Source: an optimization exercise on an open RTL-to-GDS flow (aim: small area). Production flows keep margins and buffers that such runs may drop.
The RTL was checked by simulation tests, not by an equivalence proof against the original design.
Power and IR drop assume default switching activity.

File: design/flow/flow/run.sh
#!/bin/bash
# Standard ORFS layout with two changes: clock tree synthesis without dummy
# load cells and with small clock buffers, and the smallest buffer on ports.
set -euo pipefail
export CTS_ARGS="-sink_clustering_enable -repair_clock_nets -dont_use_dummy_load -buf_list sky130_fd_sc_hd__clkbuf_4 -sink_clustering_size 10 -sink_clustering_max_diameter 40"
export BUFFER_PORTS_ARGS="-buffer_cell sky130_fd_sc_hd__buf_1"
bash standard.sh > standard.log 2>&1
File: design/flow/standard.sh
#!/bin/bash
# synth_recipe.tcl (not shown) runs the flow's synth.tcl, then flattens the netlist and writes it again
# the make line also repeats each setting of config.mk as NAME=value (left out here)
make -C /OpenROAD-flow-scripts/flow DESIGN_CONFIG=/design/flow/config.mk WORK_HOME=/design/flow/orfs CLKGATE_MAP_FILE= SYNTH_SCRIPT=/design/flow/synth_recipe.tcl "${@:-finish}"
File: design/flow/config.mk
export PLATFORM = sky130hd
export DESIGN_NAME = eclsensor
export DESIGN_NICKNAME = eclsensor
export VERILOG_FILES = /design/flow/design.v
export SDC_FILE = /design/flow/constraint.sdc
export NUM_CORES = 4
export LEC_CHECK = 0
export CAP_MARGIN = 20
export CORE_MARGIN = 2
export CORE_UTILIZATION = 45
export PLACE_DENSITY = 0.6
export SLEW_MARGIN = 20
File: design/flow/constraint.sdc
create_clock -name core_clock -period 10.0 [get_ports {clk}]
set_input_delay 2.0000 -clock core_clock [delete_from_list [all_inputs] [get_ports {clk}]]
set_output_delay 2.0000 -clock core_clock [all_outputs]
set_load 0.01 [all_outputs]
File: design/flow/design.v
module eclsensor (clk, rst, txd, rxd, ir_tx, ir_rx, led);
	output [11:0] ir_tx;
	input [19:0] ir_rx;
	output led;
	input clk;
	input rst;
	output reg txd;
	input rxd;
	assign led = 1'b0;
	reg [2:0] pre;
	reg [1:0] bdiv;
	reg [5:0] mdiv;
	wire pre_end = pre[2] && pre[1];               
	wire modulation_edge = pre_end && mdiv[5] && mdiv[3:1] == 3'b111;   
	always @(posedge clk)
		if (rst) begin
			pre <= 3'd0;
			bdiv <= 2'd0;
			mdiv <= 6'd0;
		end else begin
			pre <= pre_end ? 3'd0 : pre + 1'b1;
			if (pre_end) begin
				bdiv <= bdiv + 1'b1;
				mdiv <= (mdiv[5] && mdiv[3:1] == 3'b111) ? 6'd0 : mdiv + 1'b1;
			end
		end
	wire baud_edge = pre == 3'd0 && bdiv == 2'd0;
	reg modulation_state;
	always @(posedge clk)
		if (rst)
			modulation_state <= 1'b0;
		else if (modulation_edge)
			modulation_state <= !modulation_state;
	reg text_busy;
	reg [7:0] cnt;
	wire [6:0] ci = cnt[6:0];
	wire state_tx_modulating = cnt < 8'd190;
	wire state_tx_end = modulation_edge && !text_busy && cnt[7:5] == 3'b111 && cnt[2];   
	reg [3:0] tx_num;
	wire tx_num_12 = tx_num[3] && tx_num[2];         
	always @(posedge clk)
		if (rst)
			tx_num <= 4'd12;
		else if (state_tx_end)
			tx_num <= tx_num_12 ? 4'd1 : tx_num + 1'b1;
	reg ir_on;
	always @(posedge clk)
		ir_on <= !rst && state_tx_modulating && !text_busy && modulation_state;
	wire [3:0] t = tx_num;
	assign ir_tx[0]  = ir_on &&  t[3] &&  t[2];
	assign ir_tx[1]  = ir_on && !t[3] && !t[2] && !t[1] &&  t[0];
	assign ir_tx[2]  = ir_on && !t[3] && !t[2] &&  t[1] && !t[0];
	assign ir_tx[3]  = ir_on && !t[3] && !t[2] &&  t[1] &&  t[0];
	assign ir_tx[4]  = ir_on && !t[3] &&  t[2] && !t[1] && !t[0];
	assign ir_tx[5]  = ir_on && !t[3] &&  t[2] && !t[1] &&  t[0];
	assign ir_tx[6]  = ir_on && !t[3] &&  t[2] &&  t[1] && !t[0];
	assign ir_tx[7]  = ir_on && !t[3] &&  t[2] &&  t[1] &&  t[0];
	assign ir_tx[8]  = ir_on &&  t[3] && !t[2] && !t[1] && !t[0];
	assign ir_tx[9]  = ir_on &&  t[3] && !t[2] && !t[1] &&  t[0];
	assign ir_tx[10] = ir_on &&  t[3] && !t[2] &&  t[1] && !t[0];
	assign ir_tx[11] = ir_on &&  t[3] && !t[2] &&  t[1] &&  t[0];
	reg [3:0] bs;
	reg dbit;             
	wire req = text_busy && bs == 4'd0;
	wire line_end = req && ci[6] && !ci[5] && ci[4] && ci[0];   
	wire is_letter = ci == 7'd0;
	wire [7:0] ch = !text_busy ? 8'h0a : {4'h4, tx_num};
	reg bitval;
	always @(*)
		case (bs)
			4'd1: bitval = 1'b0;
			4'd2: bitval = ch[0];
			4'd3: bitval = ch[1];
			4'd4: bitval = ch[2];
			4'd5: bitval = ch[3];
			4'd6: bitval = ch[4];
			4'd7: bitval = ch[5];
			4'd8: bitval = ch[6];
			4'd9: bitval = ch[7];
			default: bitval = 1'b1;
		endcase
	wire digit_data = text_busy && !is_letter && bs != 4'd1 && !(bs[3] && bs[1]) && bs != 4'd0;
	always @(posedge clk)
		if (rst) begin
			bs <= 4'd0;
			txd <= 1'b0;
		end else begin
			if (baud_edge)
				txd <= !(digit_data ? dbit : bitval);
			if (req)
				bs <= 4'd1;
			else if (baud_edge && bs != 4'd0)
				bs <= (bs[3] && bs[1]) ? 4'd0 : bs + 1'b1;     
		end
	always @(posedge clk)
		if (rst)
			text_busy <= 1'b0;
		else if (!text_busy)
			text_busy <= state_tx_end;
		else if (line_end)
			text_busy <= 1'b0;
	always @(posedge clk)
		if (rst)
			cnt <= 8'd0;
		else if (state_tx_end)
			cnt <= 8'd255;
		else if (text_busy ? req : modulation_edge)
			cnt <= line_end ? 8'd0 : cnt + 1'b1;
	wire cnt_en = !text_busy && !state_tx_end;
	wire lclr = text_busy && line_end;
	reg [3:0] ptr;
	reg clr;
	wire ptr_end = ptr[3] && ptr[0];                
	always @(posedge clk)
		if (rst || lclr) begin
			ptr <= 4'd0;
			clr <= 1'b1;
		end else begin
			ptr <= ptr_end ? 4'd0 : ptr + 1'b1;
			if (ptr_end)
				clr <= 1'b0;
		end
	wire keep = !(rst || lclr);
	wire cnt_en_r = cnt_en || rst;
	reg [4:0] lcnt [0:19];
	genvar ri;
	generate
		for (ri = 0; ri < 20; ri = ri + 1) begin: rx
			wire ev = cnt_en_r && !ir_rx[ri];
			always @(posedge clk)
				lcnt[ri] <= (lcnt[ri] & {5{keep}}) + ev;
		end
	endgenerate
	reg [11:0] ring_a [0:9];
	reg [11:0] ring_b [0:9];
	reg [4:0] loc_a, loc_b;
	integer j;
	always @(*) begin
		loc_a = 5'd0;
		loc_b = 5'd0;
		for (j = 0; j < 10; j = j + 1) begin
			loc_a = loc_a | (lcnt[2 * j] & {5{ptr == j}});
			loc_b = loc_b | (lcnt[2 * j + 1] & {5{ptr == j}});
		end
	end
	wire la = loc_a[4];
	wire lb = loc_b[4];
	integer k;
	always @(posedge clk) begin
		for (k = 0; k < 9; k = k + 1) begin
			ring_a[k] <= ring_a[k + 1];
			ring_b[k] <= ring_b[k + 1];
		end
		ring_a[9] <= clr ? 12'd0 : {ring_a[0][11:1] + (ring_a[0][0] && !la), la};
		ring_b[9] <= clr ? 12'd0 : {ring_b[0][11:1] + (ring_b[0][0] && !lb), lb};
	end
	wire [15:0] word = ci[2] ? {ring_b[0], loc_b[3:0]} : {ring_a[0], loc_a[3:0]};
	reg [3:0] nyb;
	always @(*)
		case (ci[1:0])
			2'd0: nyb = word[15:12];
			2'd1: nyb = word[11:8];
			2'd2: nyb = word[7:4];
			default: nyb = word[3:0];
		endcase
	wire zero_digit = ci[6] && ci[4];
	wire [3:0] n = zero_digit ? 4'd0 : nyb;
	wire alpha = n[3] && (n[2] || n[1]);
	wire [7:0] dch = alpha ? {4'h6, n - 4'd9} : {4'h3, n};
	reg dsel;
	always @(*)
		case (bs[2:0])
			3'd2: dsel = dch[0];
			3'd3: dsel = dch[1];
			3'd4: dsel = dch[2];
			3'd5: dsel = dch[3];
			3'd6: dsel = dch[4];
			3'd7: dsel = dch[5];
			3'd0: dsel = dch[6];    
			default: dsel = dch[7];  
		endcase
	always @(posedge clk)
		if (zero_digit || ptr == ci[6:3])
			dbit <= dsel;
endmodule
==> results of run 1 <==
[cells by family after synthesis]
logic type               Yosys count  share of synthesized area [%]
flip-flops                       377                          60.53
AND/OR/NAND/NOR                  373                          14.59
AO/OA/AOI/OAI                    149                          8.458
XOR/XNOR                          84                          5.892
buffers and inverters             74                          2.756
adder cells (fa/ha/maj)           64                          6.413
multiplexers                      16                          1.333
other                              1                        0.03003
[worst paths after layout]
kind | from | end | slack (ns) | cells after the start
max reg2reg | bs[0] | lcnt[17][4] | 6.46 | 12
min | ring_b[2][0] | ring_b[1][0] | 0.24 | 0
min reg2reg | ring_b[2][0] | ring_b[1][0] | 0.24 | 0
max | ir_on | ir_tx[2] | 6.20 | 3
[routing by layer]
layer	GRT usage [%]	routed length [um]
met5	0	0
met2	23.76	9444
met4	5.091	514
met3	3.354	992
met1	22.80	11520
[state kept, by name, indices dropped and copies added, names as in the netlist, 2 cells and up]
register / cells
bs: 4
ring_a: 120
tx_num: 4
ring_b: 120
pre: 3
mdiv: 6
cnt: 8
ptr: 4
lcnt: 100
bdiv: 2
[Yosys cell counts, types with 11 or more instances]
master,number,area [sq um]
o21ai_0,23,115.1
mux2i_1,11,110.1
nor3_1,11,55.05
xnor2_1,29,254.0
nor2_1,127,476.7
dfxtp_1,376,7527
nand2_1,59,221.5
ha_1,64,800.8
xor2_1,55,481.7
a22oi_1,17,127.6
a21oi_1,44,220.2
and3_1,11,68.82
clkbuf_1,26,97.59
nand2b_1,12,75.07
and2_1,41,256.5
buf_2,14,70.07
inv_1,22,82.58
nand3_1,70,350.3
[layout make-up]
type | instances | area, sq um | area share, %
Sequential cell | 377 | 7557 | 56.93
Antenna cell | 1 | 2.502 | 0.01885
Inverter | 23 | 86.33 | 0.6504
Timing Repair Buffer | 43 | 195.2 | 1.470
Clock buffer | 50 | 375.4 | 2.828
Multi-Input combinational cell | 687 | 4592 | 34.59
Tap cell | 372 | 465.4 | 3.506
[power by group]
part | leakage (nW) | switching (W) | internal (W) | total, W
Combinational | 1.73 | 0.0000570 | 0.0000383 | 0.0000953
Clock | 0.230 | 0.000438 | 0.000229 | 0.000668
Sequential | 3.05 | 0.0000239 | 0.00153 | 0.00156
Total | 5.01 | 0.000519 | 0.00180 | 0.00232
[stage by stage]
stage                     instance area (sq um)  util, %  cells  total power [W]  setup WS [ns]
after global routing                      13270    48.98   1553         0.002444          6.034
after CTS                                 13270    48.97   1552         0.002363          6.115
after floorplan                           12490        -   1138         0.001656          6.372
after detailed placement                  12900    47.59   1502         0.001689          5.977
after global placement                    12900    47.59   1502         0.001685          5.997
final                                     13270    48.98   1553         0.002321          6.201
==> summary.txt, run 1 <==
- Status: finished clean
- Post-CTS Setup Inserts: 0
- Clock latency at the later pin of the worst-skew pair: 0.70 ns
- Sink Count: roughly 380
- Core Region: 0.02710 sq mm
- Post-synthesis sequential area ratio: between 60% and 70%
- Worst-margin pin slew: 1.024 ns
- Post-Synthesis Cell Area: between 0.01 and 0.015 sq mm
- Syn-to-layout area delta: 6.313%
- Max-slew violations: 0
- Total track usage: 15.85%
- Root buf cell: clkbuf_4
- Commonest non-fill, non-tap cell in the layout: dfxtp_1
- Vert. Die Dim: 170.6 um
- Fin crit period: 3.799 ns
- First drt pass iteration count: 7
- Synthesized area per cell: 10.97 sq um
- Crit path DAT: between 1.5 and 2 ns
- Boundary pin count: 37
- Slowest stage delay, CP: 0.49 ns
- Final hold slack: about 0.24 ns
- CP Launch Type: register
- Htree depth: 2
- PD cells: approximately 170 mW/mm^2
- CP endpoint kind: output pin
- Initial antenna violation count: 1
- Period Utilization, post-route: ~38%
- Synth warn: 4
- Initial core utilization: 46.07%
- Worst-path cell chain: or3b_2 > nor2_1 > buf_1
- Unique masters post-synth: 67
- Post-Syn Nets: 1225
- CP max stage cell: or3b_2
- Layout cells sized above 1: 6.695%
- Remaining routing DRC violations: 0
- Final nets: around 1300
- Die W: about 170 um
- Max_slew headroom: 31.67%
- Max Clk Rate: 0.2632 GHz
- Via density: 5.000
- Max-cap violations: 0
- Synth Register Bits: 377
- Async S/R FF share, synth: 0%
- Post-synthesis instance total: roughly 1100
- Final setup fails: 0
- Clk_skew: 0.1192 ns
- Critical path buffers and inverters: 1
- RSZ-0062 raised after global routing: no
- Hold Fails Final Rpt: 0
- CTS resizes: 0
- Top_reg_cell synth: dfxtp_1
- Pleak: 5.013 nW
- Maximum root-to-sink buffer count: 3
- Commonest non-fill, non-tap cells in the layout: dfxtp_1, nor2_1, nand3_1
- Hold-fix buffers at CTS: 0
- Largest net degree at the start of global routing: 64
- WL final: around 22000 um
- CTS tree: done
- Buffers on Ports: 34
- Hpwl dp: ~15000 um
- Post-synth EDFFs: 1
- Aggregate global routing overflow: 0
- Via count: between 7000 and 8000
- WP data required: 8.00 ns
- Reg clk slew, reported paths: roughly 0.11 ns
- Max FO, Critical Path: 4
- Maximum VDD drop: 118.9 uV
- Routability cong.: between 0.7 and 0.8
- Family with the most delay on the worst path: simple AND/OR/NAND/NOR gates
- # rows: 60
- Initial DRC count: 502
- First-pass GRT wire length: about 37000 um
- Die area: 0.02909 sq mm
- Cts bufs inserted: 50
- Setup tns final: 0 ns
- Routed Antenna Nets: 0
- Worst Hold Class: register to register
- Path type of the worst setup path: register to output pin
- Number of global-route vias before repair: ~7300
- Fill cell count: 2488
- Drt wl/cell: between 10 and 15 um
==> inputs of run 2 (changes only) <==
--- a/design/flow/config.mk
+++ b/design/flow/config.mk
@@ -7,6 +7,6 @@
 export LEC_CHECK = 0
 export CAP_MARGIN = 20
 export CORE_MARGIN = 2
-export CORE_UTILIZATION = 45
-export PLACE_DENSITY = 0.6
+export CORE_UTILIZATION = 65
+export PLACE_DENSITY = 0.8
 export SLEW_MARGIN = 20
==> summary.txt, run 2 <==
- Status: finished clean
- Clk_skew: 0.06334 ns
- Commonest non-fill, non-tap cells in the layout: dfxtp_1, nor2_1, nand3_1
- Top flop regs: ring_a x120, ring_b x120, lcnt x100
- Routability cong.: 0.8439
- Placed cell count: approximately 1400
- Initial DRC count: 433
- Met3 Track Usage GR: roughly 4.0%
- Max-cap violations: 0
- Largest net degree at the start of global routing: 64
- Hold path start: ring_a[1][6]
- Worst-margin pin slew: 0.9494 ns
- Post-synthesis instance total: 1138
- CP endpoint kind: output pin
- Via count: 7940
- R2r setup slk: 6.54 ns
- Final setup fails: 0
- Setup tns final: 0 ns
- Remaining routing DRC violations: 0
- Pleak: 4.999 nW
- PD cells: 175.6 mW/mm^2
- Via density: 5.619
- Worst r2r src: ptr[0]
- First-pass GRT wire length: 36270 um
- Post-synthesis sequential area ratio: 60.53%
- Hpwl dp: 14660 um
- Buffers on Ports: 34
- Initial antenna violation count: 1
- Cts bufs inserted: 47
- Clock latency at the later pin of the worst-skew pair: 0.66 ns
- Synthesized area per cell: ~11 sq um
- Mux contribution to synthesized area: 1.333%
- Root buf cell: clkbuf_4
- Layout cells sized above 1: 6.457%
- Synth warn: 4
- Vert. Die Dim: 142.6 um
- Fin crit period: 3.801 ns
- Drt wl/cell: 15.41 um
- CP Launch Type: register
- Syn-to-layout area delta: 4.770%
- Synth Register Bits: 377
- Number of global-route vias before repair: 7626
- Period Utilization, post-route: 38.01%
- Path type of the worst setup path: register to output pin
- Commonest cells post-synth: dfxtp_1, nor2_1, nand3_1
- WL final: ~22000 um
- Unique masters post-synth: 67
- Largest area contributor in the synthesized netlist: dfxtp_1
- Reg clk slew, reported paths: approximately 0.1 ns
- Die area: around 0.020 sq mm
- WP data required: approximately 8 ns
- # rows: 50
- Sink Count: 377
- Async S/R FF share, synth: 0%
- Maximum VDD drop: 134.9 uV
- Met1 track demand over resource: roughly 31%
- Crit path DAT: 1.80 ns
- CTS resizes: 0
- Core Region: 0.01877 sq mm
- Max FO, Critical Path: 9
- Met2 Track Usage GR: 35.43%
- Top_reg_cell synth: dfxtp_1
- Worst hold path endpoint: ring_a[0][6]
- Hold Crit Depth: 0
- Commonest non-fill, non-tap cell in the layout: dfxtp_1
- Post-Syn Nets: ~1200
- Post-CTS Setup Inserts: 0
- Max Clk Rate: 0.2631 GHz
- RSZ-0062 raised after global routing: no
- Synth Area in Compound Gates: between 8 and 9%
- Post-synthesis simple-gate area fraction: 14.59%
- Max-slew violations: 0
- Max_slew headroom: 36.62%
- Layout Cells excl Fill: 1413
- Post-Synth XOR/XNOR Area: 5.892%
- Htree depth: 2
- Hold-fix buffers at CTS: 0
- Total track usage: 22.35%
- Aggregate global routing overflow: 0
- Initial core utilization: about two thirds
- Worst Hold Class: register to register
- Final nets: 1266
- Routed Antenna Nets: 0
- Boundary pin count: 37
- CTS tree: done
- Top-area cell type share of the netlist area: 60.29%
- Cell with the most instances after synthesis: dfxtp_1
- Worst R2R End: dbit
- Main area contributors after synthesis: dfxtp_1, ha_1, xor2_1
- Maximum root-to-sink buffer count: 3
- Post-synth EDFFs: 1
- Busiest layer in global routing: met2
- Main combinational cell family by area after synthesis: simple AND/OR/NAND/NOR gates
- Hold Fails Final Rpt: 0
- Post-Synth Adder-Cell Area: 6.413%
- First drt pass iteration count: 5
- Cells on worst reg2reg path: 11
- Post-Synthesis Cell Area: around 0.012 sq mm
- Die W: 142.6 um
==> run 2: metrics by stage <==
stage / power (W) / hold slack (ns) / utilization, % / instance area [sq um] / setup WS, ns
after floorplan: 0.001656 / 0.3096 / - / 12490 / 6.372
after global placement: 0.001680 / 0.3096 / 67.79 / 12720 / 6.049
after detailed placement: 0.001686 / 0.3121 / 67.79 / 12720 / 6.018
after CTS: 0.002322 / 0.3275 / 69.67 / 13080 / 6.163
after global routing: 0.002401 / 0.3098 / 69.70 / 13080 / 6.114
final: 0.002297 / 0.3247 / 69.70 / 13080 / 6.199
==> run 2: critical path, stage by stage (launching register included) <==
cell	delay, ns
dfxtp_1	0.39
or3b_2	0.52
nor2_1	0.11
buf_1	0.15
==> run 2: worst max-delay path by stage <==
stage	slack, ns	end	from	depth (start not counted)
detailed placement	6.02	lcnt[3][4]	rst	10
CTS	6.16	ir_tx[3]	tx_num[2]	3
floorplan	6.37	lcnt[18][4]	rst	9
global route	6.11	ir_tx[2]	ir_on	3
global placement	6.05	lcnt[10][4]	rst	10
finish	6.20	ir_tx[3]	tx_num[2]	3
==> run 2: kinds of logic after synthesis <==
family | Yosys count
xor+xnor | 84
other cells | 1
buf+inv | 74
flops | 377
compound gates | 149
mux | 16
fa+ha+maj | 64
simple gates | 373
==> run 2: power breakdown <==
part           switching (W)  internal (W)  leakage [nW]
sequential         0.0000224       0.00153          3.05
combinational      0.0000575     0.0000386          1.73
clock               0.000428      0.000217         0.216
total               0.000508       0.00179          5.00
==> run 2: cell type report <==
cell class	instances	area [sq um]
Clock buffer	47	352.8
Tap cell	234	292.8
Multi-Input combinational cell	687	4592
Antenna cell	2	5.005
Inverter	23	86.33
Timing Repair Buffer	43	195.2
Sequential cell	377	7557
Fill cell	1406	5687
==> run 2: metal layers <==
layer	vias to the layer above	routed length, um
li1	3944	-
met1	3747	10310
met2	202	9841
met3	47	1080
met4	0	544
met5	-	0
==> inputs of run 3 (changes only) <==
==> design/flow/flow/run.sh (replaced) <==
#!/bin/bash
# Standard ORFS layout with two changes: clock tree synthesis without dummy
# load cells and with small clock buffers, and the smallest buffer on ports.
set -euo pipefail
export CTS_ARGS="-sink_clustering_enable -repair_clock_nets -dont_use_dummy_load -buf_list sky130_fd_sc_hd__clkbuf_4 -sink_clustering_size 12 -sink_clustering_max_diameter 40"
export BUFFER_PORTS_ARGS="-buffer_cell sky130_fd_sc_hd__buf_1"
bash standard.sh > standard.log 2>&1
--- a/design/flow/config.mk
+++ b/design/flow/config.mk
@@ -7,6 +7,6 @@
 export LEC_CHECK = 0
 export CAP_MARGIN = 20
 export CORE_MARGIN = 2
-export CORE_UTILIZATION = 65
-export PLACE_DENSITY = 0.8
+export CORE_UTILIZATION = 45
+export PLACE_DENSITY = 0.6
 export SLEW_MARGIN = 20
==> summary.txt, run 3 <==
- Commonest cells post-synth: dfxtp_1, nor2_1, nand3_1
- Hold-fix buffers at CTS: 0
- Buffers on Ports: 34
- Fin crit period: 3.795 ns
- Largest area contributor in the synthesized netlist: dfxtp_1
- Design Area, Final: 0.01324 sq mm
- Max_slew headroom: 31.31%
- Pleak: 4.994 nW
- Via count: between 7000 and 8000
- Vert. Die Dim: 170.6 um
- Post-Syn Nets: 1225
- Htree depth: 2
- Synthesized area per cell: 10.97 sq um
- Cells on worst reg2reg path: 12
- Synth Register Bits: 377
- Unique masters post-synth: 67
- Drt wl/cell: approximately 14 um
- Layout cells sized above 1: 6.378%
- Cell with the most instances after synthesis: dfxtp_1
- R2r setup slk: 6.46 ns
- CP endpoint kind: output pin
- Worst r2r src: bs[0]
- Core Region: 0.02710 sq mm
- Worst Hold Class: register to register
- Syn-to-layout area delta: 6.073%
- Status: finished clean
- RSZ-0062 raised after global routing: no
- Top_reg_cell synth: dfxtp_1
- Max-cap violations: 0
- Boundary pin count: 37
- Initial antenna violation count: 1
- Max Clk Rate: 0.2635 GHz
- Die area: 0.02909 sq mm
- Post-synth EDFFs: 1
- Final nets: 1265
- Cts bufs inserted: 46
- Post-synthesis sequential area ratio: 60.53%
- Initial core utilization: 46.07%
- Hold Fails Final Rpt: 0
- PD cells: 173.5 mW/mm^2
- CP Launch Type: register
- Remaining routing DRC violations: 0
- Worst Setup SP: ir_on
- CTS tree: done
- Setup tns final: 0 ns
- Maximum VDD drop: 111.1 uV
- Period Utilization, post-route: roughly 38%
- Worst-margin pin slew: 1.029 ns
- Path type of the worst setup path: register to output pin
- Clk_skew: 0.09562 ns
- Synth warn: 4
- First drt pass iteration count: 5
- First-pass GRT wire length: about 37000 um
- Main area contributors after synthesis: dfxtp_1, ha_1, xor2_1
- Via density: 5.024
- # rows: 60
- Async S/R FF share, synth: 0%
- CTS resizes: 0
- Largest net degree at the start of global routing: 64
- Hold Crit Depth: 0
- Top flop regs: ring_a x120, ring_b x120, lcnt x100
- Top-area cell type share of the netlist area: 60.29%
- Root buf cell: clkbuf_4
- Max FO, Critical Path: 4
- Routability cong.: 0.7869
- Post-synthesis instance total: 1138
- Routed Antenna Nets: 0
- Post-Synthesis Cell Area: 0.01249 sq mm
- Die W: 170.6 um
- Reg clk slew, reported paths: 0.11 ns
- Final setup fails: 0
- Commonest non-fill, non-tap cells in the layout: dfxtp_1, nor2_1, nand3_1
- Hpwl dp: roughly 15000 um
- Aggregate global routing overflow: 0
- Crit path DAT: 1.80 ns
- Worst R2R End: lcnt[17][4]
- WP data required: about 8.0 ns
- Critical Path End: ir_tx[3]
- WL final: about 22000 um
- Max-slew violations: 0
- Maximum root-to-sink buffer count: 3
- Commonest non-fill, non-tap cell in the layout: dfxtp_1
- Number of global-route vias before repair: 7264
- Final hold slack: 0.2662 ns
- Sink Count: 377
- Clock latency at the later pin of the worst-skew pair: 0.68 ns
- Post-CTS Setup Inserts: 0
- Initial DRC count: 504
- Placed Instance Area: about 0.013 sq mm
- Total track usage: 15.73%
## run 3: cell counts after synthesis
No cell type changed its count.
## run 3: through the flow
stage	cells	setup WS, ns	utilization, %	total power [W]
floorplan	1138	6.372	-	0.001656
detailed placement	1502	5.977	47.59	0.001689
global route	1549	6.061	48.87	0.002412
CTS	1548	6.128	48.86	0.002336
global placement	1502	5.997	47.59	0.001685
finish	1549	6.205	48.87	0.002298
## run 3: cells by family after synthesis
logic type      count (synthesis)  share of synthesized area, %
compound gates                149                         8.458
xor+xnor                       84                         5.892
fa+ha+maj                      64                         6.413
buf+inv                        74                         2.756
flops                         377                         60.53
mux                            16                         1.333
other cells                     1                       0.03003
simple gates                  373                         14.59
## run 3: worst min-delay path by stage
stage | from | end | slack [ns]
floorplan | ring_a[1][0] | ring_a[0][0] | 0.31
global placement | ring_b[7][1] | ring_b[6][1] | 0.31
detailed placement | ring_a[1][9] | ring_a[0][9] | 0.31
CTS | ring_b[2][0] | ring_b[1][0] | 0.25
global route | ring_b[2][0] | ring_b[1][0] | 0.26
finish | ring_b[2][0] | ring_b[1][0] | 0.27
## run 3: cell type report
class | instances | area [sq um]
multi-input cells | 687 | 4592
repair buffers | 43 | 195.2
inverters | 23 | 86.33
flip-flops and latches | 377 | 7557
diodes | 1 | 2.502
well taps | 372 | 465.4
clock buffers | 46 | 345.3
fillers | 2490 | 13860
## run 3: critical path, cell delays in order, from the launching register on
cell     delay, ns
dfxtp_1       0.38
or3b_2        0.49
nor2_1        0.12
buf_1         0.16
## run 3: report_power, final
| part | switching (W) | internal (W) | leakage [nW] | total, W |
|---|---|---|---|---|
| clock network | 0.000433 | 0.000212 | 0.212 | 0.000645 |
| logic | 0.0000569 | 0.0000383 | 1.73 | 0.0000952 |
| registers | 0.0000239 | 0.00153 | 3.05 | 0.00156 |
| total | 0.000514 | 0.00178 | 4.99 | 0.00230 |
## run 3: routing by layer
| layer | track usage (%) | vias to the layer above | wire length, um |
|---|---|---|---|
| li1 | - | 3946 | - |
| met1 | 22.56 | 3641 | 11300 |
| met2 | 23.78 | 150 | 9496 |
| met3 | 3.169 | 45 | 1154 |
| met4 | 5.054 | 0 | 486 |
| met5 | 0 | - | 0 |
==> inputs of run 4 (changes only) <==
--- a/design/flow/design.v
+++ b/design/flow/design.v
@@ -109,16 +109,21 @@
 	wire cnt_en = !text_busy && !state_tx_end;
 	wire lclr = text_busy && line_end;
 	reg [3:0] ptr;
+	reg h;
 	reg clr;
 	wire ptr_end = ptr[3] && ptr[0];                
 	always @(posedge clk)
 		if (rst || lclr) begin
 			ptr <= 4'd0;
+			h <= 1'b0;
 			clr <= 1'b1;
 		end else begin
 			ptr <= ptr_end ? 4'd0 : ptr + 1'b1;
-			if (ptr_end)
-				clr <= 1'b0;
+			if (ptr_end) begin
+				h <= !h;
+				if (h)
+					clr <= 1'b0;
+			end
 		end
 	wire keep = !(rst || lclr);
 	wire cnt_en_r = cnt_en || rst;
@@ -131,30 +136,29 @@
 				lcnt[ri] <= (lcnt[ri] & {5{keep}}) + ev;
 		end
 	endgenerate
-	reg [11:0] ring_a [0:9];
-	reg [11:0] ring_b [0:9];
-	reg [4:0] loc_a, loc_b;
+	reg [11:0] ring [0:19];
+	reg [4:0] loc_e, loc_o;
 	integer j;
 	always @(*) begin
-		loc_a = 5'd0;
-		loc_b = 5'd0;
+		loc_e = 5'd0;
+		loc_o = 5'd0;
 		for (j = 0; j < 10; j = j + 1) begin
-			loc_a = loc_a | (lcnt[2 * j] & {5{ptr == j}});
-			loc_b = loc_b | (lcnt[2 * j + 1] & {5{ptr == j}});
+			loc_e = loc_e | (lcnt[2 * j] & {5{ptr == j}});
+			loc_o = loc_o | (lcnt[2 * j + 1] & {5{ptr == j}});
 		end
 	end
-	wire la = loc_a[4];
-	wire lb = loc_b[4];
+	wire [4:0] loc0 = h ? loc_o : loc_e;    
+	wire l10 = h ? loc_e[4] : loc_o[4];     
+	wire l0 = loc0[4];
 	integer k;
 	always @(posedge clk) begin
-		for (k = 0; k < 9; k = k + 1) begin
-			ring_a[k] <= ring_a[k + 1];
-			ring_b[k] <= ring_b[k + 1];
-		end
-		ring_a[9] <= clr ? 12'd0 : {ring_a[0][11:1] + (ring_a[0][0] && !la), la};
-		ring_b[9] <= clr ? 12'd0 : {ring_b[0][11:1] + (ring_b[0][0] && !lb), lb};
+		for (k = 0; k < 19; k = k + 1)
+			if (k != 9)
+				ring[k] <= ring[k + 1];
+		ring[19] <= {clr ? 11'd0 : ring[0][11:1] + (ring[0][0] && !l0), l0};
+		ring[9] <= clr ? 12'd0 : {ring[10][11:1] + (ring[10][0] && !l10), l10};
 	end
-	wire [15:0] word = ci[2] ? {ring_b[0], loc_b[3:0]} : {ring_a[0], loc_a[3:0]};
+	wire [15:0] word = {ring[0], loc0[3:0]};
 	reg [3:0] nyb;
 	always @(*)
 		case (ci[1:0])
@@ -180,6 +184,6 @@
 			default: dsel = dch[7];  
 		endcase
 	always @(posedge clk)
-		if (zero_digit || ptr == ci[6:3])
+		if (zero_digit || {ptr, h} == ci[6:2])
 			dbit <= dsel;
 endmodule
==> summary.txt, run 4 <==
- Status: finished clean
- Max reg flops: 240
- WL final: between 20000 and 25000 um
- Top-area cell type share of the netlist area: about three fifths
- Most flop-heavy register: ring
- Maximum root-to-sink buffer count: 3
- Synth warn: 3
- Hold Fails Final Rpt: 0
- Worst-margin pin slew: about 1.1 ns
- Fill cell count: 2504
- Number of global-route vias before repair: 7444
- Worst-path cell chain: or3b_2 > nor2_1 > buf_1
- Fin crit period: 3.818 ns
- Flop pwr share: 67.8%
- Setup tns final: 0 ns
- Sw frac: around 22%
- Core Region: 0.02695 sq mm
- Syn-to-layout area delta: 5.705%
- Worst R2R End: ring[19][11]
- CP endpoint kind: output pin
- Remaining routing DRC violations: 0
- RSZ-0062 raised after global routing: no
- Drt wl/cell: 14.57 um
- Top_reg_cell synth: dfxtp_1
- Hold-fix buffers at CTS: 0
- Crit path DAT: 1.82 ns
- Cell internal pwr: 0.001791 W
- Routability cong.: approximately 0.77
- Post-synthesis instance total: 1127
- Vert. Die Dim: 169.8 um
- Top flop regs: ring x240, lcnt x100, cnt x8
- Clock latency at the later pin of the worst-skew pair: 0.67 ns
- Aggregate global routing overflow: 0
- Hold Crit Depth: 0
- Synth Register Bits: 378
- Cell with the most instances after synthesis: dfxtp_1
- Pleak: 4.960 nW
- WP data required: 8.00 ns
- Slowest stage delay, CP: 0.53 ns
- Worst r2r src: ptr[0]
- First drt pass iteration count: 5
- Buffers on Ports: 34
- First-pass GRT wire length: 37040 um
- Hpwl dp: 14400 um
- Root buf cell: clkbuf_4
- Initial core utilization: 45.90%
- Die area: 0.02883 sq mm
- Post-synth EDFFs: 1
- Commonest non-fill, non-tap cells in the layout: dfxtp_1, nor2_1, nand3_1
- Cells on worst reg2reg path: 12
- Max-slew violations: 0
- Path type of the worst setup path: register to output pin
- Clk_skew: roughly 0.11 ns
- Unique masters post-synth: 68
- Commonest cells post-synth: dfxtp_1, nor2_1, nand3_1
- Layout cells sized above 1: 5.494%
- CTS tree: done
- Post-Synthesis Cell Area: ~0.012 sq mm
- Clk network pwr share: roughly 28%
- PD cells: 176.4 mW/mm^2
- Max_slew headroom: a little over a quarter
- Main area contributors after synthesis: dfxtp_1, ha_1, xor2_1
- Async S/R FF share, synth: 0%
- Largest net degree at the start of global routing: 64
- Hold path start: ring[2][5]
- Initial DRC count: 398
- Total track usage: between 15 and 20%
- Worst hold path endpoint: ring[1][5]
- Final nets: approximately 1300
- Logic pwr share: around 4.3%
- R2r setup slk: roughly 6.3 ns
- CP max stage cell: or3b_2
- # rows: 60
- Post-Syn Nets: 1214
- Final setup fails: 0
- Max Clk Rate: 0.2619 GHz
- Initial antenna violation count: 1
- Post-CTS Setup Inserts: 0
- Synthesized area per cell: 10.98 sq um
- Worst Hold Class: register to register
- Largest area contributor in the synthesized netlist: dfxtp_1
- CP Launch Type: register
- Die W: between 150 and 200 um
- Maximum VDD drop: 82.25 uV
- Commonest non-fill, non-tap cell in the layout: dfxtp_1
- Cts bufs inserted: 46
- Via count: 7643
- Routed Antenna Nets: 0
- Sink Count: 378
- Reg clk slew, reported paths: between 0.1 and 0.15 ns
- Sw power: 0.0005149 W
- Max-cap violations: 0
- CTS resizes: 0
- Fin util: 48.51%
- Period Utilization, post-route: 38.18%
- Boundary pin count: 37
- Final hold slack: between 0.2 and 0.3 ns
- Htree depth: 2
- Via density: roughly 5.1
- Post-synthesis sequential area ratio: 61.26%
- Max FO, Critical Path: 9
run 4: changes by cell type after synthesis, sizes merged, moves of 5 or more:
| cell | before | now |
|---|---|---|
| o22ai | 8 | 3 |
| nand2 | 59 | 67 |
| a21oi | 44 | 51 |
| inv | 23 | 18 |
| nor2 | 128 | 118 |
run 4: cell families after synthesis:
logic type,synth area share [%]
AND/OR/NAND/NOR,14.44
other,0.03032
adder cells (fa/ha/maj),6.474
multiplexers,0.8396
flip-flops,61.26
XOR/XNOR,5.806
buffers and inverters,2.761
AO/OA/AOI/OAI,8.386
run 4: through the flow:
step                power (W)  instance area (sq um)  setup WS [ns]  instances
floorplan            0.001666                  12370          6.372       1127
global placement     0.001693                  12720          5.659       1460
detailed placement   0.001697                  12720          5.646       1460
CTS                  0.002347                  13070          6.132       1506
global route         0.002431                  13080          6.037       1508
finish               0.002306                  13080          6.182       1508
run 4: critical path, delay by kind of cell, from the launching register on:
kind                   cells  cell delay, ns
AND/OR/NAND/NOR            2            0.65
flip-flops                 1            0.40
buffers and inverters      1            0.16
run 4: cell type report:
cell class,instances,area [sq um],share of cell area [%]
sequential,378,7577,57.95
timing repair buffer,42,187.7,1.435
tap,341,426.7,3.263
inverter,18,67.56,0.5167
clock buffer,46,345.3,2.641
multi-input combinational,681,4466,34.15
antenna,2,5.005,0.03828
run 4: power groups by stage:
stage                     clock network, W  registers, W  logic [W]
after floorplan                          0       0.00159  0.0000757
after detailed placement                 0       0.00160   0.000100
after global routing              0.000750       0.00157   0.000112
final                             0.000645       0.00156  0.0000987
after global placement                   0       0.00160  0.0000965
after CTS                         0.000683       0.00156   0.000101
run 4: worst max-delay path by stage:
stage | start | endpoint | depth (start not counted)
after detailed placement | rst | lcnt[17][4] | 9
after global placement | rst | lcnt[17][4] | 9
after global routing | ptr[0] | ring[19][11] | 12
after CTS | tx_num[2] | ir_tx[3] | 3
after floorplan | rst | lcnt[18][4] | 9
final | tx_num[2] | ir_tx[3] | 3
run 4: routing by layer:
layer	share of wire [%]	up-vias	global-route usage, %
met4	2.4	0	5.388
met5	0	-	0
met1	50	3555	22.06
met3	4.5	48	3.078
li1	-	3902	-
met2	43	138	24.93
==> inputs of run 5 (changes only) <==
--- a/design/flow/design.v
+++ b/design/flow/design.v
@@ -121,8 +121,7 @@
 			ptr <= ptr_end ? 4'd0 : ptr + 1'b1;
 			if (ptr_end) begin
 				h <= !h;
-				if (h)
-					clr <= 1'b0;
+				clr <= 1'b0;
 			end
 		end
 	wire keep = !(rst || lclr);
@@ -155,7 +154,7 @@
 		for (k = 0; k < 19; k = k + 1)
 			if (k != 9)
 				ring[k] <= ring[k + 1];
-		ring[19] <= {clr ? 11'd0 : ring[0][11:1] + (ring[0][0] && !l0), l0};
+		ring[19] <= clr ? 12'd0 : {ring[0][11:1] + (ring[0][0] && !l0), l0};
 		ring[9] <= clr ? 12'd0 : {ring[10][11:1] + (ring[10][0] && !l10), l10};
 	end
 	wire [15:0] word = {ring[0], loc0[3:0]};
==> summary.txt, run 5 <==
- Crit path DAT: 1.73 ns
- Hold Crit Depth: 0
- CP Launch Type: register
- Largest area contributor in the synthesized netlist: dfxtp_1
- Top-area cell type share of the netlist area: 60.97%
- Routability cong.: 0.7520
- RSZ-0062 raised after global routing: no
- Register area: about 0.0076 sq mm
- Status: finished clean
- Routed Antenna Nets: 0
- Flop pwr share: 67.5%
- Commonest non-fill, non-tap cells in the layout: dfxtp_1, nor2_1, nand3_1
- Sink Count: 378
- Total power: approximately 0.0023 W
- Sw frac: 22.47%
- Die W: 169.9 um
- PD cells: 176.5 mW/mm^2
- Worst-margin pin slew: roughly 1 ns
- Worst r2r src: ptr[0]
- Max Clk Rate: 0.2679 GHz
- Core Region: 0.02695 sq mm
- Cells on worst reg2reg path: 14
- Post-Syn Nets: 1220
- Root buf cell: clkbuf_4
- Cts bufs inserted: 47
- Die area: just under 0.03 sq mm
- Vert. Die Dim: 169.9 um
- Async S/R FF share, synth: 0%
- CTS tree: done
- CTS resizes: 0
- Clock latency at the later pin of the worst-skew pair: between 0.6 and 0.7 ns
- Cell internal pwr: 0.001792 W
- Post-synthesis instance total: 1133
- Final nets: 1261
- Area of the multi-input gates: around 0.0045 sq mm
- Max_slew headroom: 33.39%
- Pleak: 5.018 nW
- Maximum root-to-sink buffer count: 3
- Path type of the worst setup path: register to output pin
- Setup tns final: 0 ns
- Hpwl dp: 14510 um
- Clk network pwr share: 28.3%
- WL final: 22110 um
- Htree depth: 2
- Remaining routing DRC violations: 0
- Drt wl/cell: around 15 um
- Dpl ws: about 6 ns
- Hold-fix buffers at CTS: 0
- Fill cell count: 2553
- Commonest non-fill, non-tap cell in the layout: dfxtp_1
- Main area contributors after synthesis: dfxtp_1, ha_1, xor2_1
- WP data required: 8.00 ns
- Largest net degree at the start of global routing: 64
- Layout cells sized above 1: 6.485%
- Post-CTS Setup Inserts: 0
- Max-cap violations: 0
- Number of global-route vias before repair: 7454
- Synth Register Bits: between 300 and 400
- Post-Synthesis Cell Area: 0.01238 sq mm
- Reg clk slew, reported paths: 0.11 ns
- First-pass GRT wire length: 36920 um
- CP endpoint kind: output pin
- Post-synthesis sequential area ratio: roughly 60%
- Worst-path cell chain: or3b_2 > nor2_1 > buf_1
- CP max stage cell: or3b_2
- Maximum VDD drop: about 140 uV
- Initial antenna violation count: 1
- Fin crit period: roughly 3.7 ns
- Initial core utilization: 45.93%
- Buffers on Ports: 34
- Logic pwr share: 4.2%
- Initial DRC count: 406
- Setup slack after layout: around 6.3 ns
- Hold Fails Final Rpt: 0
- Most flop-heavy register: ring
- Top_reg_cell synth: dfxtp_1
- Via density: 5.073
- Boundary pin count: 37
- Synth warn: 3
- Sw power: between 0.0005 and 0.0006 W
- Clk_skew: ~0.13 ns
- # rows: 60
- Commonest cells post-synth: dfxtp_1, nor2_1, nand3_1
- Top flop regs: ring x240, lcnt x100, cnt x8
- Via count: 7685
- Cell with the most instances after synthesis: dfxtp_1
- Syn-to-layout area delta: 5.812%
- Hold path start: ring[1][2]
- First drt pass iteration count: 7
- Final setup fails: 0
- Max reg flops: 240
- Synthesized area per cell: 10.93 sq um
- Max-slew violations: 0
- Aggregate global routing overflow: 0
- Post-synth EDFFs: 1
- Slowest stage delay, CP: 0.53 ns
- Period Utilization, post-route: 37.33%
- Max FO, Critical Path: 9
- Worst Hold Class: register to register
- Family with the most delay on the worst path: simple AND/OR/NAND/NOR gates
- Unique masters post-synth: between 60 and 70
- Total track usage: 15.88%
- Critical path buffers and inverters: 1
- Worst Setup SP: tx_num[2]
- Worst path depth: 3
[run 5: cell families after synthesis]
kind of cell | synth area share [%]
other | 0.03030
XOR/XNOR | 5.802
flip-flops | 61.22
buffers and inverters | 2.749
AO/OA/AOI/OAI | 8.835
AND/OR/NAND/NOR | 14.03
multiplexers | 0.8693
adder cells (fa/ha/maj) | 6.469
[run 5: final cells by class]
| cell class | instances | area share, % |
|---|---|---|
| sequential | 378 | 57.85 |
| multi-input combinational | 686 | 34.14 |
| clock buffer | 47 | 2.694 |
| timing repair buffer | 44 | 1.528 |
| antenna | 2 | 0.03821 |
| tap | 341 | 3.258 |
| inverter | 17 | 0.4872 |
[run 5: layer usage]
layer  GRT usage, %  up-vias  routed length (um)
met1          21.67     3571               10930
li1               -     3925                   -
met3          3.070       53                 964
met2          25.54      136                9683
met5              0        -                   0
met4          4.980        0                 537
[run 5: final timing paths]
path | slack, ns | to
worst max register to register | 6.39 | ring[9][11]
worst min-delay path | 0.24 | ring[0][2]
worst max-delay path | 6.27 | ir_tx[2]
worst min register to register | 0.24 | ring[0][2]
[run 5: metrics by stage]
stage | util, % | std cells | instance area [sq um] | hold slack [ns]
floorplan | - | 1133 | 12380 | 0.3096
global placement | 47.25 | 1465 | 12730 | 0.3097
detailed placement | 47.25 | 1465 | 12730 | 0.3121
CTS | 48.56 | 1512 | 13090 | 0.2269
global route | 48.59 | 1514 | 13100 | 0.2278
finish | 48.60 | 1515 | 13100 | 0.2383
[run 5: power by group through the flow]
| stage | logic (W) | clock network, W | registers, W |
|---|---|---|---|
| floorplan | 0.0000750 | 0 | 0.00159 |
| global placement | 0.0000945 | 0 | 0.00159 |
| detailed placement | 0.0000980 | 0 | 0.00160 |
| CTS | 0.0000984 | 0.000690 | 0.00156 |
| global route | 0.000110 | 0.000747 | 0.00157 |
| finish | 0.0000964 | 0.000655 | 0.00156 |
==> inputs of run 6 (changes only) <==
--- a/design/flow/design.v
+++ b/design/flow/design.v
@@ -121,7 +121,8 @@
 			ptr <= ptr_end ? 4'd0 : ptr + 1'b1;
 			if (ptr_end) begin
 				h <= !h;
-				clr <= 1'b0;
+				if (h)
+					clr <= 1'b0;
 			end
 		end
 	wire keep = !(rst || lclr);
@@ -154,7 +155,7 @@
 		for (k = 0; k < 19; k = k + 1)
 			if (k != 9)
 				ring[k] <= ring[k + 1];
-		ring[19] <= clr ? 12'd0 : {ring[0][11:1] + (ring[0][0] && !l0), l0};
+		ring[19] <= {clr ? 11'd0 : ring[0][11:1] + (ring[0][0] && !l0), l0};
 		ring[9] <= clr ? 12'd0 : {ring[10][11:1] + (ring[10][0] && !l10), l10};
 	end
 	wire [15:0] word = {ring[0], loc0[3:0]};
==> design/flow/flow/run.sh (replaced) <==
#!/bin/bash
# Standard ORFS layout with two changes: clock tree synthesis without dummy
# load cells and with small clock buffers, and the smallest buffer on ports.
set -euo pipefail
export CTS_ARGS="-sink_clustering_enable -repair_clock_nets -dont_use_dummy_load -buf_list sky130_fd_sc_hd__clkbuf_4 -sink_clustering_size 10 -sink_clustering_max_diameter 40"
export BUFFER_PORTS_ARGS="-buffer_cell sky130_fd_sc_hd__buf_1"
bash standard.sh > standard.log 2>&1
==> summary.txt, run 6 <==
- Worst Hold Class: register to register
- Core Region: 0.02695 sq mm
- # rows: 60
- Top flop regs: ring x240, lcnt x100, cnt x8
- Syn-to-layout area delta: 5.887%
- Final setup fails: 0
- Path type of the worst setup path: register to output pin
- Die W: 169.8 um
- Final nets: roughly 1300
- Post-synthesis instance total: 1127
- Die area: 0.02883 sq mm
- Remaining routing DRC violations: 0
- Layout cells sized above 1: 5.736%
- Layout Cells excl Fill: ~1500
- Root buf cell: clkbuf_4
- CP max stage cell: or3b_2
- Status: finished clean
- Total power: 0.002325 W
- Post-Syn Nets: about 1200
- Commonest non-fill, non-tap cells in the layout: dfxtp_1, nor2_1, nand3_1
- Fin util: between 40% and 50%
- CTS resizes: 0
- Period Utilization, post-route: 38.25%
- Vert. Die Dim: ~170 um
- Crit path DAT: around 1.8 ns
- Hold-fix buffers at CTS: 0
- Maximum root-to-sink buffer count: 3
- Number of global-route vias before repair: ~7500
- Initial core utilization: 45.90%
- Async S/R FF share, synth: 0%
- Wire length on met2: ~9600 um
- Synthesized area per cell: 10.98 sq um
- Synth Register Bits: 378
- Most flop-heavy register: ring
- RSZ-0062 raised after global routing: no
- Htree depth: 2
- Buffers on Ports: 34
- WP data required: 8.00 ns
- Largest area contributor in the synthesized netlist: dfxtp_1
- WL final: approximately 22000 um
- Fin crit period: 3.825 ns
- Cell with the most instances after synthesis: dfxtp_1
- Post-synth EDFFs: 1
- Via density: 5.058
- Maximum VDD drop: ~83 uV
- Max-slew violations: 0
- Top_reg_cell synth: dfxtp_1
- Final hold slack: 0.2219 ns
- Worst-margin pin slew: roughly 1.1 ns
- Hpwl dp: 14400 um
- Clk_skew: 0.1235 ns
- Slowest stage delay, CP: 0.53 ns
- CP endpoint kind: output pin
- Post-Synthesis Cell Area: 0.01237 sq mm
- Via count: 7643
- Hold Fails Final Rpt: 0
- Met3 wire len: 922 um
- Metal1 wirelength: 10930 um
- Commonest non-fill, non-tap cell in the layout: dfxtp_1
- CTS tree: done
- Drt wl/cell: around 15 um
- PD cells: about 180 mW/mm^2
- Initial DRC count: between 400 and 500
- First-pass GRT wire length: 37170 um
- Routability cong.: 0.7684
- Fill cell count: 2485
- Max-cap violations: 0
- First drt pass iteration count: 5
- Max Clk Rate: 0.2615 GHz
- Unique masters post-synth: 68
- Sink Count: 378
- Total track usage: 15.99%
- Max FO, Critical Path: 9
- Synth warn: 3
- Cts bufs inserted: 49
- Clock latency at the later pin of the worst-skew pair: 0.71 ns
- Top-area cell type share of the netlist area: between 60% and 70%
- Worst-path cell chain: or3b_2 > nor2_1 > buf_1
- Top Metal Used: met4
- Pleak: 4.973 nW
- Post-CTS Setup Inserts: 0
- Post-synthesis sequential area ratio: 61.26%
- Max_slew headroom: 25.14%
- Setup tns final: 0 ns
- Reg clk slew, reported paths: 0.10 ns
- CP Launch Type: register
- Main area contributors after synthesis: dfxtp_1, ha_1, xor2_1
- Commonest cells post-synth: dfxtp_1, nor2_1, nand3_1
- Max reg flops: 240
- Aggregate global routing overflow: 0
- Boundary pin count: 37
- Routed Antenna Nets: 0
- Placed cell count: 1460
- Initial antenna violation count: 1
- Largest net degree at the start of global routing: 64
==> run 6: area by class of cell <==
class	instances	area (sq um)	share of cell area, %
clock buffers	49	367.9	2.809
multi-input cells	681	4466	34.09
diodes	2	5.005	0.03821
inverters	18	67.56	0.5159
flip-flops and latches	378	7577	57.85
well taps	341	426.7	3.258
repair buffers	42	187.7	1.433
==> run 6: logic make-up after synthesis <==
family | count (synthesis) | share of synthesized area [%]
multiplexers | 10 | 0.8396
AO/OA/AOI/OAI | 154 | 8.386
AND/OR/NAND/NOR | 370 | 14.44
other | 1 | 0.03032
buffers and inverters | 68 | 2.761
XOR/XNOR | 82 | 5.806
adder cells (fa/ha/maj) | 64 | 6.474
flip-flops | 378 | 61.26
==> run 6: stage by stage <==
stage          worst slack, ns  cell area (sq um)
2_1_floorplan            6.372              12370
3_3_place_gp             5.659              12720
3_5_place_dp             5.646              12720
4_1_cts                  6.121              13090
5_1_grt                  6.032              13100
6_report                 6.175              13100
==> run 6: final timing paths <==
| path | from | slack, ns | end | cells after the start |
|---|---|---|---|---|
| worst max-delay path | tx_num[2] | 6.18 | ir_tx[3] | 3 |
| worst max register to register | ptr[0] | 6.36 | dbit | 11 |
| worst min register to register | ring[2][1] | 0.22 | ring[1][1] | 0 |
| worst min-delay path | ring[2][1] | 0.22 | ring[1][1] | 0 |
==> run 6: per-layer routing <==
layer  vias to the layer above  track usage, %
li1                       3919               -
met1                      3533           22.18
met2                       141           24.83
met3                        50           2.868
met4                         0           6.280
met5                         -               0
==> run 6: power breakdown <==
part	switching (W)	internal, W	total, W	leakage [nW]
Clock	0.000439	0.000225	0.000665	0.225
Sequential	0.0000223	0.00154	0.00156	3.06
Combinational	0.0000592	0.0000392	0.0000985	1.69
Total	0.000521	0.00180	0.00233	4.97
==> run 6: critical path: cells and delay by family (launching register included) <==
kind                   cells  cell delay, ns
AND/OR/NAND/NOR            2            0.65
buffers and inverters      1            0.16
flip-flops                 1            0.40
==> inputs of run 7 (changes only) <==
--- a/design/flow/config.mk
+++ b/design/flow/config.mk
@@ -7,6 +7,6 @@
 export LEC_CHECK = 0
 export CAP_MARGIN = 20
 export CORE_MARGIN = 2
-export CORE_UTILIZATION = 45
-export PLACE_DENSITY = 0.6
+export CORE_UTILIZATION = 65
+export PLACE_DENSITY = 0.8
 export SLEW_MARGIN = 20
==> summary.txt, run 7 <==
- Status: finished clean
- Reg clk slew, reported paths: about 0.1 ns
- Cell internal pwr: 0.001795 W
- Path type of the worst setup path: register to output pin
- Hold-fix buffers at CTS: 0
- Number of global-route vias before repair: 7542
- Worst Hold Class: register to register
- Via density: 5.549
- Sw frac: 22.27%
- Crit path DAT: 1.84 ns
- Max-slew violations: 0
- Period Utilization, post-route: 38.35%
- Top-area cell type share of the netlist area: roughly three fifths
- Commonest non-fill, non-tap cells in the layout: dfxtp_1, nor2_1, nand3_1
- Via count: 7774
- Synth Register Bits: 378
- Largest net degree at the start of global routing: 64
- Hold path start: ring[3][2]
- Hpwl dp: 14260 um
- Cts bufs inserted: 47
- Async S/R FF share, synth: 0%
- Worst r2r src: ptr[0]
- Vert. Die Dim: 142.0 um
- Worst-margin pin slew: between 1 and 1.5 ns
- Post-synth EDFFs: 1
- Commonest non-fill, non-tap cell in the layout: dfxtp_1
- Max FO, Critical Path: 9
- WL final: 21500 um
- Hold Crit Depth: 0
- Sw power: 0.0005145 W
- Final nets: 1255
- Worst hold path endpoint: ring[2][2]
- Setup tns final: 0 ns
- Die W: 142.0 um
- Unique masters post-synth: 68
- CTS tree: done
- Synth warn: 3
- Flop pwr share: 67.7%
- Clock latency at the later pin of the worst-skew pair: roughly 0.70 ns
- R2r setup slk: around 6.4 ns
- Maximum VDD drop: 107.7 uV
- Final setup fails: 0
- Htree depth: 2
- Cell with the most instances after synthesis: dfxtp_1
- Post-Synthesis Cell Area: 0.01237 sq mm
- Post-synthesis sequential area ratio: about three fifths
- Post-Syn Nets: 1214
- Post-CTS Setup Inserts: 0
- Drt wl/cell: around 15 um
- Total power: 0.002310 W
- Boundary pin count: 37
- Buffers on Ports: 34
- Syn-to-layout area delta: 4.653%
- Max reg flops: 240
- Clk_skew: 0.1054 ns
- Root buf cell: clkbuf_4
- Sink Count: ~380
- Initial DRC count: around 470
- Logic pwr share: 4.2%
- Total track usage: 22.10%
- Main area contributors after synthesis: dfxtp_1, ha_1, xor2_1
- Worst R2R End: dbit
- CP Launch Type: register
- Layout cells sized above 1: 5.575%
- Top flop regs: ring x240, lcnt x100, cnt x8
- Pleak: 4.965 nW
- Max_slew headroom: a little over a quarter
- CP endpoint kind: output pin
- Initial core utilization: 66.13%
- First drt pass iteration count: 7
- Synthesized area per cell: 10.98 sq um
- Area of the multi-input gates: approximately 0.0045 sq mm
- # rows: 50
- PD cells: 178.4 mW/mm^2
- Routability cong.: 0.7853
- Die area: 0.02015 sq mm
- Register area: 0.007577 sq mm
- Aggregate global routing overflow: 0
- Max-cap violations: 0
- Fin crit period: about 3.8 ns
- Max Clk Rate: 0.2608 GHz
- CTS resizes: 0
- Initial antenna violation count: 1
- Fill cell count: 1386
- Maximum root-to-sink buffer count: 3
- Top_reg_cell synth: dfxtp_1
- Largest area contributor in the synthesized netlist: dfxtp_1
- Cells on worst reg2reg path: 9
- First-pass GRT wire length: 35940 um
- Routed Antenna Nets: 0
- RSZ-0062 raised after global routing: no
- Post-synthesis instance total: 1127
- Remaining routing DRC violations: 0
- Commonest cells post-synth: dfxtp_1, nor2_1, nand3_1
- WP data required: about 8.0 ns
- Most flop-heavy register: ring
- Hold Fails Final Rpt: 0
- Clk network pwr share: 28.2%
- Core Region: between 0.015 and 0.02 sq mm
==> run 7: cell families after synthesis <==
group                      share of synthesized area [%]
DFF                                                61.26
xor gates and xnor gates                           5.806
adders and majority gates                          6.474
AOI/OAI and AO/OA                                  8.386
buffers and inverters                              2.761
other                                            0.03032
and+or+nand+nor                                    14.44
muxes                                             0.8396
==> run 7: power by group through the flow <==
stage          registers [W]   logic, W  clock network [W]
3_3_place_gp         0.00160  0.0000920                  0
2_1_floorplan        0.00159  0.0000757                  0
3_5_place_dp         0.00160  0.0000965                  0
4_1_cts              0.00156  0.0000971           0.000676
6_report             0.00156  0.0000963           0.000651
5_1_grt              0.00157   0.000109           0.000737
==> run 7: final cells by class <==
class	count	share of cell area, %
Antenna cell	1	0.01933
Clock buffer	47	2.726
Inverter	18	0.5219
Multi-Input combinational cell	681	34.49
Sequential cell	378	58.53
Tap cell	234	2.262
Timing Repair Buffer	42	1.450
==> run 7: through the flow <==
step | utilization [%] | hold WS, ns | cell area, sq um | instances | worst slack, ns
6_report | 69.20 | 0.2318 | 12940 | 1401 | 6.165
5_1_grt | 69.20 | 0.2197 | 12940 | 1401 | 6.044
4_1_cts | 69.16 | 0.2151 | 12940 | 1400 | 6.120
3_5_place_dp | 67.27 | 0.3121 | 12580 | 1353 | 6.036
3_3_place_gp | 67.27 | 0.3097 | 12580 | 1353 | 6.045
2_1_floorplan | - | 0.3096 | 12370 | 1127 | 6.372
==> run 7: worst max-delay path: stages, from the launching register on <==
cell and delay [ns]:
dfxtp_1 0.39, or3b_2 0.52, nor2_1 0.12, buf_1 0.16
==> run 7: metal layers <==
metal | routed length [um] | track usage, % | vias up | share of wire (%)
met3 | 928 | 4.071 | 39 | 4.3
met2 | 10070 | 36.51 | 170 | 47
met1 | 10070 | 29.69 | 3664 | 47
met4 | 426 | 7.158 | 0 | 2.0
met5 | 0 | 0 | - | 0
li1 | - | - | 3901 | -
==> run 7: how the worst max path moves through the flow <==
stage,startpoint,to,slack (ns),cells past startpoint
after floorplan,rst,lcnt[18][4],6.37,9
after global placement,rst,lcnt[7][4],6.04,10
after detailed placement,rst,lcnt[4][4],6.04,10
after CTS,tx_num[2],ir_tx[3],6.12,3
after global routing,tx_num[2],ir_tx[2],6.04,3
final,tx_num[2],ir_tx[3],6.16,3
==> inputs of run 8 (changes only) <==
--- a/design/flow/design.v
+++ b/design/flow/design.v
@@ -35,7 +35,7 @@
 	reg [7:0] cnt;
 	wire [6:0] ci = cnt[6:0];
 	wire state_tx_modulating = cnt < 8'd190;
-	wire state_tx_end = modulation_edge && !text_busy && cnt[7:5] == 3'b111 && cnt[2];   
+	wire state_tx_end = modulation_edge && cnt[7:5] == 3'b111 && cnt[2];   
 	reg [3:0] tx_num;
 	wire tx_num_12 = tx_num[3] && tx_num[2];         
 	always @(posedge clk)
@@ -62,7 +62,7 @@
 	reg [3:0] bs;
 	reg dbit;             
 	wire req = text_busy && bs == 4'd0;
-	wire line_end = req && ci[6] && !ci[5] && ci[4] && ci[0];   
+	wire line_end = req && ci[6] && ci[4] && ci[1];    
 	wire is_letter = ci == 7'd0;
 	wire [7:0] ch = !text_busy ? 8'h0a : {4'h4, tx_num};
 	reg bitval;
@@ -100,12 +100,10 @@
 		else if (line_end)
 			text_busy <= 1'b0;
 	always @(posedge clk)
-		if (rst)
+		if (rst || state_tx_end || line_end)
 			cnt <= 8'd0;
-		else if (state_tx_end)
-			cnt <= 8'd255;
-		else if (text_busy ? req : modulation_edge)
-			cnt <= line_end ? 8'd0 : cnt + 1'b1;
+		else if (text_busy ? baud_edge && bs[3] && bs[1] : modulation_edge)
+			cnt <= cnt + 1'b1;
 	wire cnt_en = !text_busy && !state_tx_end;
 	wire lclr = text_busy && line_end;
 	reg [3:0] ptr;
==> summary.txt, run 8 <==
- CTS tree: done
- Period Utilization, post-route: 38.10%
- Cts bufs inserted: 47
- Commonest non-fill, non-tap cell in the layout: dfxtp_1
- Post-synthesis instance total: 1099
- Synth Register Bits: approximately 380
- Logic pwr share: 4.3%
- First-pass GRT wire length: 36160 um
- WP data required: 8.00 ns
- Final hold slack: 0.3052 ns
- Cell internal pwr: between 0.0015 and 0.002 W
- Post-synthesis sequential area ratio: 61.80%
- Drt wl/cell: about 16 um
- Unique masters post-synth: 64
- Top_reg_cell synth: dfxtp_1
- Via count: 7654
- Fin util: roughly 69%
- Boundary pin count: 37
- Buffers on Ports: 34
- Worst-margin pin slew: 1.044 ns
- Final nets: 1230
- Final setup fails: 0
- Max Clk Rate: 0.2624 GHz
- Maximum root-to-sink buffer count: 3
- Max_slew headroom: 30.37%
- Sw power: 0.0005219 W
- Initial DRC count: 447
- Aggregate global routing overflow: 0
- Crit path DAT: between 1.5 and 2 ns
- PD cells: 180.1 mW/mm^2
- Die W: 141.3 um
- # rows: 50
- Slowest stage delay, CP: 0.52 ns
- Commonest cells post-synth: dfxtp_1, nor2_1, ha_1
- Number of global-route vias before repair: 7515
- Hold Fails Final Rpt: 0
- Routability cong.: 0.8307
- Status: finished clean
- Initial antenna violation count: 2
- RSZ-0062 raised after global routing: no
- Max-cap violations: 0
- Layout Cells excl Fill: 1376
- Post-synth EDFFs: 1
- Setup slack after layout: slightly above 6 ns
- Pleak: 4.971 nW
- Htree depth: 2
- Largest net degree at the start of global routing: 65
- Placed cell count: 1328
- Sink Count: 378
- Clk_skew: roughly 0.091 ns
- CP max stage cell: or3b_2
- Largest area contributor in the synthesized netlist: dfxtp_1
- Die area: around 0.020 sq mm
- Sw frac: between 20% and 30%
- Top-area cell type share of the netlist area: between 60% and 70%
- Synth warn: 3
- Post-CTS Setup Inserts: 0
- Clk network pwr share: 28.3%
- Max reg flops: 240
- Via density: 5.563
- Post-Synthesis Cell Area: 0.01226 sq mm
- Setup tns final: 0 ns
- Dpl ws: 5.937 ns
- Layout cells sized above 1: ~5.5%
- Remaining routing DRC violations: 0
- Cell with the most instances after synthesis: dfxtp_1
- Fin crit period: 3.810 ns
- Hold-fix buffers at CTS: 0
- Most flop-heavy register: ring
- CTS resizes: 0
- Total track usage: around 22%
- Reg clk slew, reported paths: about 0.09 ns
- CP Launch Type: register
- R2r setup slk: 6.33 ns
- Core Region: 0.01858 sq mm
- Max FO, Critical Path: 9
- CP endpoint kind: output pin
- Flop pwr share: 67.4%
- Post-Syn Nets: 1186
- Initial core utilization: 65.99%
- Async S/R FF share, synth: 0%
- Main area contributors after synthesis: dfxtp_1, ha_1, xor2_1
- Clock latency at the later pin of the worst-skew pair: 0.68 ns
- Worst-path cell chain: or3b_2 > nor2_1 > buf_1
- Maximum VDD drop: 130.4 uV
- Worst Hold Class: register to register
- Root buf cell: clkbuf_4
- First drt pass iteration count: 5
- Hpwl dp: 14420 um
- Vert. Die Dim: 141.3 um
- Max-slew violations: 0
- Routed Antenna Nets: 0
- Commonest non-fill, non-tap cells in the layout: dfxtp_1, nor2_1, ha_1
- Path type of the worst setup path: register to output pin
- Syn-to-layout area delta: 4.959%
- Top flop regs: ring x240, lcnt x100, cnt x8
- WL final: 21590 um
- Synthesized area per cell: 11.16 sq um
[run 8: cell count changes after synthesis, sizes merged, moves of 4 or more]
| cell | change |
|---|---|
| xor2 | +5 |
| buf | -8 |
| a21oi | -10 |
| nand3 | -11 |
| o21ai | -11 |
| nand2 | -7 |
| a22o | +4 |
[run 8: final timing paths]
kind,startpoint,endpoint,depth (start not counted)
worst min-delay path,ring[4][0],ring[3][0],0
worst min register to register,ring[4][0],ring[3][0],0
worst max register to register,ptr[0],dbit,8
worst max-delay path,tx_num[2],ir_tx[3],3
[run 8: cell families (layout without fill, tap and decap cells)]
kind of cell	Yosys count	count (layout)	synth area share, %
AO/OA/AOI/OAI	132	132	7.511
XOR/XNOR	88	88	6.286
AND/OR/NAND/NOR	365	365	14.62
adder cells (fa/ha/maj)	64	64	6.531
multiplexers	11	11	0.9082
other	1	2	0.03058
buffers and inverters	60	102	2.316
flip-flops	378	378	61.80
[run 8: layer usage]
metal	up-vias	global-route usage, %	routed length (um)
met5	-	0	0
met4	0	6.737	413
met3	38	4.455	1195
met2	207	35.54	9768
met1	3606	31.49	10220
li1	3803	-	-
[run 8: final cells by class]
cell class,instances,area (sq um)
clock buffers,47,352.8
inverters,15,56.30
diodes,1,2.502
well taps,234,292.8
fillers,1405,5710
repair buffers,40,172.7
flip-flops and latches,378,7577
multi-input cells,661,4415
[run 8: worst max-delay path: cells and delay by family (launching register included)]
family / cells / cell delay [ns]
buffers and inverters: 1 / 0.16
flip-flops: 1 / 0.40
AND/OR/NAND/NOR: 2 / 0.63
[run 8: power by group through the flow]
| stage | Combinational [W] | Sequential, W | Clock, W |
|---|---|---|---|
| finish | 0.0000994 | 0.00156 | 0.000656 |
| global route | 0.000112 | 0.00157 | 0.000734 |
| CTS | 0.0000999 | 0.00156 | 0.000678 |
| detailed placement | 0.0000995 | 0.00160 | 0 |
| global placement | 0.0000941 | 0.00160 | 0 |
| floorplan | 0.0000746 | 0.00159 | 0 |
[run 8: through the flow]
step                power (W)  instance area [sq um]
floorplan            0.001665                  12260
global placement     0.001690                  12510
detailed placement   0.001697                  12510
CTS                  0.002340                  12870
global route         0.002415                  12870
finish               0.002318                  12870

-- re-timing with driven ports --
The flow's constraints put no driver on any port. The routed layouts listed below were extracted and timed again, unchanged, in two steps.
Step 1 assumes that a clkbuf_16 drives the clock port and a buf_2 every other input.
Step 2 adds t to the input delays and takes it off the output delays; t is the mean of the earliest and latest rising clock arrival at the registers after step 1. Input paths then give back, and output paths get back, about the clock's delay inside the block.
Slacks: ideal / step 1 / step 2; pairs: ideal / step 1.
| run | t, ns | slack for setup (ns) | hold WS [ns] | worst setup path at the end | slew at the worst register clock pin (ns) |
|---|---|---|---|---|---|
| run 1 | 0.680 | 6.201 / 6.163 / 5.933 | 0.244 / 0.244 / 0.244 | input to register | 0.11 / 0.11 |
| run 2 | 0.666 | 6.199 / 6.161 / 5.992 | 0.325 / 0.325 / 0.325 | input to register | 0.11 / 0.11 |
| run 3 | 0.672 | 6.205 / 6.167 / 5.938 | 0.266 / 0.266 / 0.266 | input to register | 0.11 / 0.11 |
| run 4 | 0.657 | 6.182 / 6.138 / 5.956 | 0.273 / 0.273 / 0.273 | input to register | 0.12 / 0.12 |
| run 5 | 0.655 | 6.267 / 6.228 / 5.997 | 0.238 / 0.238 / 0.238 | input to register | 0.12 / 0.12 |
| run 6 | 0.688 | 6.175 / 6.132 / 5.950 | 0.222 / 0.222 / 0.222 | input to register | 0.10 / 0.10 |
| run 7 | 0.690 | 6.165 / 6.123 / 5.984 | 0.232 / 0.232 / 0.232 | input to register | 0.11 / 0.11 |
| run 8 | 0.672 | 6.190 / 6.151 / 5.971 | 0.305 / 0.305 / 0.305 | input to register | 0.11 / 0.11 |
After both steps every run listed still meets setup and hold. The setup slack of run 5, which loses most, moves by -0.039 ns with the drivers and by -0.270 ns with both steps.
